This is an optimization exercise on Yosys and OpenROAD, whose aim is small area and a short achievable clock period, not a production implementation. Function was checked by simulation only, so behaviour that the tests miss may differ from the original.

## fast_float_mult
module fast_float_mult(clk, rst, i_cip, i_vstart, i_vector_length, i_v0, i_v1, i_v2, i_v3,
                       i_v4, i_v5, i_v6, i_v7, i_sj, i_sk, o_busy, o_result);
input wire clk;
input wire rst;
input wire i_vstart;
input wire [15:0] i_cip;
input wire [6:0]  i_vector_length;
input wire [63:0] i_v0;
input wire [63:0] i_v1;
input wire [63:0] i_v2;
input wire [63:0] i_v3;
input wire [63:0] i_v4;
input wire [63:0] i_v5;
input wire [63:0] i_v6;
input wire [63:0] i_v7;
input wire [63:0] i_sj;
input wire [63:0] i_sk;
output wire o_busy;
output wire [63:0] o_result;
reg [6:0] reservation_time;
reg       busy;
reg       ssel;
reg [7:0] jsel, ksel;
wire [6:0] rt_next = rst ? 7'd0 :
                     i_vstart ? i_vector_length + 7'd4 :
                     (reservation_time != 7'd0) ? reservation_time - 7'd1 : 7'd0;
wire busy_next = !rst && (i_vstart ? (i_vector_length != 7'd124) : (reservation_time[6:1] != 6'd0));
wire [7:0] jdec = 8'd1 << i_cip[5:3];
wire [7:0] kdec = 8'd1 << i_cip[2:0];
always @(posedge clk) begin
  reservation_time <= rt_next;
  busy <= busy_next;
  ssel <= !busy_next;
  jsel <= {8{busy_next}} & (i_vstart ? jdec : jsel);
  ksel <= {8{busy_next}} & (i_vstart ? kdec : ksel);
end
assign o_busy = busy;
wire [63:0] opa = ({64{ssel}} & i_sj) |
                  ({64{jsel[0]}} & i_v0) | ({64{jsel[1]}} & i_v1) |
                  ({64{jsel[2]}} & i_v2) | ({64{jsel[3]}} & i_v3) |
                  ({64{jsel[4]}} & i_v4) | ({64{jsel[5]}} & i_v5) |
                  ({64{jsel[6]}} & i_v6) | ({64{jsel[7]}} & i_v7);
wire [63:0] opb = ({64{ssel}} & i_sk) |
                  ({64{ksel[0]}} & i_v0) | ({64{ksel[1]}} & i_v1) |
                  ({64{ksel[2]}} & i_v2) | ({64{ksel[3]}} & i_v3) |
                  ({64{ksel[4]}} & i_v4) | ({64{ksel[5]}} & i_v5) |
                  ({64{ksel[6]}} & i_v6) | ({64{ksel[7]}} & i_v7);
wire [6:0] instr = i_cip[15:9];
wire [1:0] op_in = (instr == 7'o65) ? 2'd1 :
                   (instr == 7'o66) ? 2'd2 :
                   (instr == 7'o67) ? 2'd3 : 2'd0;
wire [49:0] mbi = {2'b00, opb[47:0]};
wire [23:0] bneg_i, bone_i, btwo_i;
genvar gi;
generate for (gi = 0; gi < 24; gi = gi + 1) begin : benc
  wire b2 = mbi[2*gi+1];
  wire b1 = mbi[2*gi];
  wire b0 = (gi == 0) ? 1'b0 : mbi[2*gi-1];
  assign bneg_i[gi] = b2;
  assign bone_i[gi] = b1 ^ b0;
  ...
Size: roughly 9,000 cells after synthesis, ~950 flip-flops.
==> flow/config.mk <==
export PLATFORM = sky130hd
export DESIGN_NAME = fast_float_mult
export DESIGN_NICKNAME = fast_float_mult
export VERILOG_FILES = /design/flow/design.v
export SDC_FILE = /design/flow/constraint.sdc
export NUM_CORES = 4
export LEC_CHECK = 0
export ABC_AREA = 1
export CAP_MARGIN = 20
export CORE_MARGIN = 2
export CORE_UTILIZATION = 40
export PLACE_DENSITY = 0.6
export SLEW_MARGIN = 20
export SYNTH_HIERARCHICAL = 1
export SYNTH_MINIMUM_KEEP_SIZE = 0
==> flow/constraint.sdc <==
create_clock -name core_clock -period 11.0 [get_ports {clk}]
set_input_delay 2.2000 -clock core_clock [delete_from_list [all_inputs] [get_ports {clk}]]
set_output_delay 2.2000 -clock core_clock [all_outputs]
set_load 0.01 [all_outputs]
standard.sh (not shown) runs the stock make flow with config.mk's settings and CLKGATE_MAP_FILE= SYNTH_SCRIPT=/design/flow/synth_recipe.tcl, a recipe that flattens the netlist after the stock synthesis.
==> flow/flow/run.sh <==
#!/bin/bash
# The standard layout (the standard.sh: unchanged synthesis and steps), with
# - plain buffers (buf_1, resized by the repair steps like any other cell) on the
#   ports instead of the delay buffers buffer_ports picks by default.
# Each ORFS step logs to orfs/logs/; make's own output goes to make.log here.
set -euo pipefail
bash standard.sh SETUP_SLACK_MARGIN=7.35 "BUFFER_PORTS_ARGS=-buffer_cell sky130_fd_sc_hd__buf_1" finish > make.log 2>&1
The first run finished with timing, DRC and antenna clean.
Change:
==> flow/flow/run.sh (replaced) <==
#!/bin/bash
# The standard layout (the standard.sh, the same ORFS steps and scripts), with
# - ABC's area script mapping with amap (area-oriented mapper) instead of map:
#   ORFS's scripts are copied to scripts_amap/ here and only abc_area.script is
#   replaced by flow/abc_area.script (registers are mapped before ABC runs and
#   are not touched by it);
# - plain buffers (buf_1, resized by the repair steps like any other cell) on
#   the ports instead of the delay buffers buffer_ports picks by default.
# Each ORFS step logs to orfs/logs/; make's own output goes to make.log here.
set -euo pipefail
rm -rf scripts_amap
cp -r "$FLOW_HOME/scripts" scripts_amap
cp flow/abc_area.script scripts_amap/abc_area.script
bash standard.sh "SCRIPTS_DIR=$PWD/scripts_amap" SETUP_SLACK_MARGIN=7.5 \
  "BUFFER_PORTS_ARGS=-buffer_cell sky130_fd_sc_hd__buf_1" finish > make.log 2>&1
==> flow/flow/abc_area.script (new file) <==
strash
dch
amap
topo
stime -c
buffer -c
upsize -c
dnsize -c
The new run completed without violations.
Final cell count drops by 0.47%.
Cell area shrinks by 1.2%.
Fmax rises by 3.6%.
Sequential share of layout area came out higher by 0.22 points.
Global-route usage rose by 4.2 points.
Core utilization grows by 1.7 points.
Setup slack gets better by 130 ps.
Register-to-register slack improves by 130 ps.
Via count climbs by 9.2%.
Change:
Settings changed: CORE_UTILIZATION 40 to 45, PLACE_DENSITY 0.6 to 0.62.
Effect:
- global-route usage rose by 5.6 points
- cell area hardly moves
- setup slack improved by 24 ps
- critical path depth falls by 6

-- separate check: timing with driven ports --
Ports are ideal in the flow. The routed layouts listed here were re-timed in OpenROAD.
Step 1 assumes that a clkbuf_16 drives the clock port and a buf_2 every other input.
Step 2 times the ports against the registers' clock, not the clock port: input delays grow and output delays shrink by t, the midpoint of the rising clock arrivals with the driver on.
a / b / c = ideal ports / drivers / drivers and shift; a / b = the first two.
| run | t, ns | setup slack, ns | cell pins on the clock port's net |
|---|---|---|---|
| the first run | 0.901 | 7.198 / 7.198 / 6.518 | 1 |
| the second run | 0.892 | 7.330 / 7.330 / 6.554 | 1 |
| the third run | 0.891 | 7.354 / 7.354 / 6.624 | 1 |
After both steps every run listed still meets setup and hold. The setup slack of the second run, which loses most, moves by 0.000 ns with the drivers and by -0.776 ns with both steps.
